Background: an optimization exercise with open tools, aiming at small area. Do not read the settings as production practice. The RTL was checked by simulation tests, not by an equivalence proof against the original design.

File: flow/config.mk
export PLATFORM = sky130hd
export DESIGN_NAME = dwt_pe
export DESIGN_NICKNAME = dwt_pe
export VERILOG_FILES = /design/flow/design.v
export SDC_FILE = /design/flow/constraint.sdc
export NUM_CORES = 4
export LEC_CHECK = 0
export CAP_MARGIN = 20
export CORE_MARGIN = 2
export CORE_UTILIZATION = 40
export PLACE_DENSITY = 0.6
export SLEW_MARGIN = 20
File: flow/constraint.sdc
create_clock -name core_clock -period 10.0 [get_ports {clk}]
set_input_delay 2.0000 -clock core_clock [delete_from_list [all_inputs] [get_ports {clk}]]
set_output_delay 2.0000 -clock core_clock [all_outputs]
set_load 0.01 [all_outputs]
File: flow/design.v
module dwt_mul_step (
    input  [31:0] a,
    input  [31:0] b,
    input         hi,         
    input  [23:0] acc,        
    input         stk,        
    output [23:0] acc_nxt,
    output        stk_nxt,
    output [31:0] result      
);
    wire [23:0] ma = {|a[30:23], a[22:0]};
    wire [23:0] mb = {|b[30:23], b[22:0]};
    wire [11:0] mbh = hi ? mb[23:12] : mb[11:0];
    wire [23:0] addend = hi ? acc : 24'd0;
    wire [35:0] s = ma * mbh + addend;    
    assign acc_nxt = s[35:12];
    assign stk_nxt = |s[11:0];
    wire        norm   = s[35];
    wire [22:0] mraw   = norm ? s[34:12] : s[33:11];
    wire        guard  = norm ? s[11] : s[10];
    wire        sticky = stk | (|s[9:0]) | (norm & s[10]);
    wire [22:0] mant   = mraw + {22'd0, guard & sticky};
    wire        exc    = (&a[30:23]) | (&b[30:23]);
    wire        sign   = a[31] ^ b[31];
    wire [8:0]  expo   = {1'b0, a[30:23]} + {1'b0, b[30:23]} - 9'd127 + {8'd0, norm};
    wire        zero   = (mant == 23'd0);
    assign result = exc  ? 32'd0 :
                    zero ? {sign, 31'd0} :
                    expo[8] ? (expo[7] ? {sign, 31'd0} : {sign, 8'hff, 23'd0}) :
                    {sign, expo[7:0], mant};
endmodule
module dwt_fadd (
    input  [31:0] x,
    input  [31:0] y,
    output [31:0] z
);
    wire        swap = x[30:0] < y[30:0];
    wire [31:0] A = swap ? y : x;
    wire [31:0] B = swap ? x : y;
    wire        exc = (&x[30:23]) | (&y[30:23]);
    wire        sub = x[31] ^ y[31];
    wire [7:0]  ea = A[30:23];
    wire [7:0]  eb = B[30:23];
    wire [23:0] sa = {|ea, A[22:0]};
    wire [23:0] sb = {|eb, B[22:0]};
    wire [7:0]  d = ea - eb;
    wire [23:0] sbs = sb >> d;
    wire [24:0] S = sa + sbs;
    wire [30:0] radd = S[24] ? {ea + 8'd1, S[23:1]} : {ea, S[22:0]};
    wire [23:0] D = sa - sbs;
    reg  [4:0]  lz;
    integer i;
    always @* begin
        lz = 5'd24;
        for (i = 0; i < 24; i = i + 1)
            if (D[i]) lz = 5'd23 - i[4:0];
    end
    wire [23:0] Dn = D << lz;
    wire [30:0] rsub = (sbs == 24'd0) ? {ea, sa[22:0]} : {ea - {3'd0, lz}, Dn[22:0]};
    assign z = exc ? 32'd0 : {A[31], sub ? rsub : radd};
endmodule
module dwt_pe #(parameter DATA_WIDTH = 32)
(
    input clk,
    input rst,
    input[DATA_WIDTH-1:0] transform1,
    input[DATA_WIDTH-1:0] transform2,
    input[DATA_WIDTH-1:0] transform3,
    input[DATA_WIDTH-1:0] transform4,
    input[DATA_WIDTH-1:0] transform5,
    input[DATA_WIDTH-1:0] transform6,
    input[DATA_WIDTH-1:0] data_in1,
    input[DATA_WIDTH-1:0] data_in2,
    input[DATA_WIDTH-1:0] data_in3,
    input[DATA_WIDTH-1:0] data_in4,
    input[DATA_WIDTH-1:0] data_in5,
    input[DATA_WIDTH-1:0] data_in6,
    output reg [DATA_WIDTH-1:0] data_out
);
    reg [3:0] cnt;
    reg [31:0] U, V, W;
    reg [23:0] acc;
    reg        stk;
    reg [31:0] ta, db;
    always @* begin
        case (cnt[3:1])
            3'd0: begin ta = transform1; db = data_in1; end
            3'd1: begin ta = transform2; db = data_in2; end
            3'd2: begin ta = transform3; db = data_in3; end
            3'd3: begin ta = transform4; db = data_in4; end
            3'd4: begin ta = transform5; db = data_in5; end
            default: begin ta = transform6; db = data_in6; end
        endcase
    end
    wire [23:0] acc_nxt;
    wire        stk_nxt;
    wire [31:0] prod;
    dwt_mul_step mul (
        .a(ta), .b(db), .hi(cnt[0]), .acc(acc), .stk(stk),
        .acc_nxt(acc_nxt), .stk_nxt(stk_nxt), .result(prod)
    );
    wire [31:0] sum;
    dwt_fadd add (.x(U), .y(V), .z(sum));
    always @(posedge clk) begin
        if (rst || cnt == 4'd13) cnt <= 4'd0;
        else cnt <= cnt + 4'd1;
        acc <= acc_nxt;
        stk <= stk_nxt;
        case (cnt)
            4'd1, 4'd5, 4'd9: U <= prod;
            4'd8:             U <= W;
            4'd12:            U <= sum;
            default: ;
        endcase
        case (cnt)
            4'd3, 4'd7, 4'd11: V <= prod;
            4'd8:              V <= sum;
            4'd12:             V <= W;
            default: ;
        endcase
        if (cnt == 4'd4 || cnt == 4'd9) W <= sum;
        if (rst) data_out <= 32'd0;
        else if (cnt == 4'd13) data_out <= sum;
    end
endmodule
File: flow/run.sh
#!/bin/bash
# synth_recipe.tcl (not shown) runs the flow's synth.tcl, then flattens the netlist and writes it again
# the make line also repeats each setting of config.mk as NAME=value (left out here)
make -C /OpenROAD-flow-scripts/flow DESIGN_CONFIG=/design/flow/config.mk WORK_HOME=/design/flow/orfs CLKGATE_MAP_FILE= SYNTH_SCRIPT=/design/flow/synth_recipe.tcl finish
==> summary.txt <==
-- routing by layer --
layer,routed length [um],share of wire,vias up
met4,5941,0.049,0
met2,57810,0.48,1206
li1,-,-,14922
met5,0,0,-
met3,7187,0.059,244
met1,50180,0.41,15313
-- worst max-delay path, delay by kind of cell --
family	cells	cell delay, ps
AOI/OAI and AO/OA	12	2610
and+or+nand+nor	12	2600
buffers and inverters	9	1430
adders and majority gates	8	2800
muxes	1	120
-- synthesized netlist by cell type (9+ instances only) --
| cell type | n | area share |
|---|---|---|
| nand4_1 | 30 | 0.0064 |
| nand3_1 | 61 | 0.010 |
| nand2b_1 | 34 | 0.0073 |
| nor4_1 | 22 | 0.0047 |
| buf_2 | 16 | 0.0027 |
| nor2_1 | 279 | 0.036 |
| a221o_1 | 21 | 0.0072 |
| inv_1 | 344 | 0.044 |
| nor2b_1 | 83 | 0.018 |
| edfxtp_1 | 96 | 0.099 |
| buf_1 | 25 | 0.0032 |
| mux4_2 | 24 | 0.019 |
| o22ai_1 | 10 | 0.0021 |
| a31oi_1 | 23 | 0.0049 |
| a21o_1 | 52 | 0.013 |
| o21ai_0 | 155 | 0.027 |
| mux2_2 | 36 | 0.014 |
| a221oi_1 | 30 | 0.0090 |
| clkbuf_1 | 161 | 0.021 |
| and3_1 | 20 | 0.0043 |
| or2_2 | 19 | 0.0041 |
| xnor2_1 | 68 | 0.020 |
| dfxtp_1 | 61 | 0.042 |
| o21a_1 | 24 | 0.0062 |
| a311oi_1 | 9 | 0.0027 |
| o21ai_1 | 24 | 0.0041 |
| ha_1 | 188 | 0.081 |
| a22oi_1 | 33 | 0.0085 |
| o21bai_1 | 24 | 0.0062 |
| o31ai_1 | 29 | 0.0075 |
| fa_1 | 247 | 0.17 |
| nand2_1 | 423 | 0.054 |
| a211oi_1 | 62 | 0.016 |
| and2_1 | 71 | 0.015 |
| a211o_1 | 9 | 0.0027 |
| a21oi_1 | 255 | 0.044 |
| nor3_1 | 89 | 0.015 |
| mux2i_1 | 164 | 0.056 |
| a22o_1 | 13 | 0.0039 |
| o211ai_1 | 47 | 0.012 |
| xor2_1 | 34 | 0.010 |
| or4_1 | 11 | 0.0028 |
| or3_1 | 24 | 0.0051 |
-- cell usage in the layout (no fill, tap or decap), types with 34 or more instances in the layout --
cell type          n
clkdlybuf4s50_1  342
nand2b_1          34
buf_12            37
a21o_1            52
nand2_1          397
and2_1            64
dlymetal6s2s_1    45
a21oi_2           38
o21ai_1           53
inv_1            323
a21oi_1          219
o21ai_0          117
nand3_1           58
nor2b_1           73
ha_1             166
o211ai_1          47
xnor2_1           65
a211oi_1          52
nor2_1           257
dfxtp_1           57
edfxtp_1          96
fa_1             229
nor3_1            73
mux2i_1          160
buf_4            777
-- registers in the layout, summed over array words and instances, names as in the netlist --
signal,cells
stk,1
cnt,4
acc,24
V,32
data_out,32
W,32
U,32
-- per-stage QoR --
stage               hold slack (ps)  cells
floorplan                     473.8   3628
global placement              436.7   5584
detailed placement            443.1   5584
CTS                           452.6   5647
global route                  475.2   5669
finish                        447.8   5669
-- area by class of cell --
| cell class | instances | area [um^2] | area share |
|---|---|---|---|
| multi-input cells | 2907 | 24450 | 0.5685 |
| repair buffers | 1265 | 11330 | 0.2633 |
| flip-flops and latches | 157 | 4116 | 0.09570 |
| inverters | 349 | 1313 | 0.03051 |
| well taps | 959 | 1200 | 0.02790 |
| clock buffers | 17 | 425.4 | 0.009890 |
| clock inverters | 15 | 180.2 | 0.004189 |
-- kinds of logic after synthesis --
logic type      Yosys count
fa+ha+maj               435
compound gates          934
mux                     230
simple gates           1206
xor+xnor                102
buf+inv                 564
flops                   157
-- timing repair --
| action | CTS | global route |
|---|---|---|
| buffers inserted | 29 | 28 |
| hold endpoints to repair | 0 | 0 |
| setup endpoints to repair | 63 | 111 |
| cloned | 3 | 3 |
| pin swaps | 68 | 170 |
| resized for setup | 113 | 283 |
-- worst max path at each step --
stage,end,from,slack (ps),cells past startpoint
after CTS,U[25],transform3[29],-1270,45
final,V[24],transform4[30],-1380,42
after detailed placement,U[25],transform4[26],-2470,44
after global placement,U[25],transform4[26],-2300,44
after global routing,V[25],data_in2[28],-1770,43
after floorplan,U[23],data_in4[7],-1380,42
==> impl_metrics.yaml <==
outcome:
  status: "complete, but fails checks"
  so.violations: "negative setup slack"
placement:
  gp_congestion: 0.9750
  dp_hpwl_um: 98400
  place_ws_ps: -2471
  io_buffer_count: 417
  post_dp_cell_area_um2: 40440
timing:
  fin_ws_ps: -1381
  clock.fmax_mhz: 87.87
  tns_ps: -53580
  worstMarginPinSlew_ps: 887.3
  worst_clock_skew_ps: 19.92
  setup_viol: 62
  rsz0062_at_grt: "true"
  slew_headroom: 0.4072
  maxSlewViolCount: 0
  period_share: 1.138
  fin_crit_ps: 11380
  hold_violations: 0
synth:
  synthCells: 3628
  synth_xor_area_frac: 0.03063
  synthAdderAreaFrac: 0.2502
  ys.flop_type: "edfxtp_1"
  syn-num-nets: 4449
  synth_top_family_by_area: "adder cells"
  synthArstFlopShare: 0
  netlist_area_um2: 29160
  synthMuxAreaShare: 0.09104
  ys_ff_latch: 157
  ys_types: 102
  yosysWarnings: 2
  synth_compound_area_frac: 0.2145
  syn_avg_cell_area_um2: 8.038
  seq_area_frac_synth: 0.1407
  synth_edf_count: 96
  synthSimpleGateAreaFrac: 0.1971
critical_path:
  startpoint_type: "input pin"
  worstRegToRegCells: 45
  reg2reg_to: "V[24]"
  crit_path_top_delay_cell: "or4_4"
  critical_path_peak_fanout: 8
  arrival_ps: 11590
  crit_top_cell: "fa_1"
  critPathRequiredTime_ps: 10210
  regToRegStartpoint: "cnt[2]"
  end_kind: "flip-flop"
  rrSetupSlack_ps: -630
  path_class: "input pin to flip-flop"
  slowest_delay_ps: 600
final_layout:
  drive_gt1_frac: 0.2684
  stdcell_area_um2: 43010
  antenna_cells: 0
  synthToLayoutAreaGrowth_pct: 47.49
  fillers: 6658
  final_util: 0.5926
  final_net_count: 5518
cts:
  cts_tree: "built"
  cts_buffers: 17
  cts_root_buf: "clkbuf_16"
  insertion_delay_ps: 470
  clk_path_buf_depth: 2
  path_clk_slew_ps: 70
  cts_num_sinks: 157
  holdBufCountCts: 0
  h-tree-depth: 4
route:
  routedWlPerCell_um: 21.36
  vias: 31685
  drt_wl_total_um: 121100
  drcViolationCount: 0
  vias_per_cell: 5.589
  drtIter0Drc: 2560
  firstDrtPassIters: 5
  postRouteAntennaNets: 0
floorplanning:
  rows: 99
  die_area_um2: 75080
  initial_core_util: 0.4018
  coreArea_um2: 72590
  die-width_um: 274.0
  io_pins: 418
  dieHeight_um: 274.0
hold_path:
  min_path_type: "flip-flop to flip-flop"
  holdPathEnd: "data_out[6]"
  hold_depth: 2
  hold_start: "data_out[6]"
job:
  drv_cap: 0
grt:
  use_met3: 0.02986
  grt_overflow: 0
  grtUsageMet1: 0.4112
  antenna_found_initial: 0
  grt_usage: 0.3152
  grt_pass1_vias: 31466
  grt_pass1_wl_um: 182900
  grt_max_degree: 58
  grt_use_met2: 0.5358
  grt.busiest_layer: "met2"

==> re-timing with driven ports <==
No port has a modelled driver above. Below, the same layout with a new extraction and two added sets of constraints.
Step 1, drivers: a clkbuf_16 drives clk and a buf_2 each remaining input, both assumed.
Step 2 also shifts input and output timing later by t, the mid clock arrival at the registers, as if the neighbouring blocks saw the same clock.
Three values: ideal ports, drivers, drivers and shift; two values: the first two.
t (ns): 0.509
slack for setup (ns): -1.381 / -1.368 / -1.877
hold WS [ns]: 0.448 / 0.448 / 0.448
worst register clock-pin slew, ns: 0.09 / 0.09
worst slew at a driven data input, ns: 0.08
For this run, drivers alone change the setup slack by +0.013 ns; drivers and shift together by -0.496 ns.
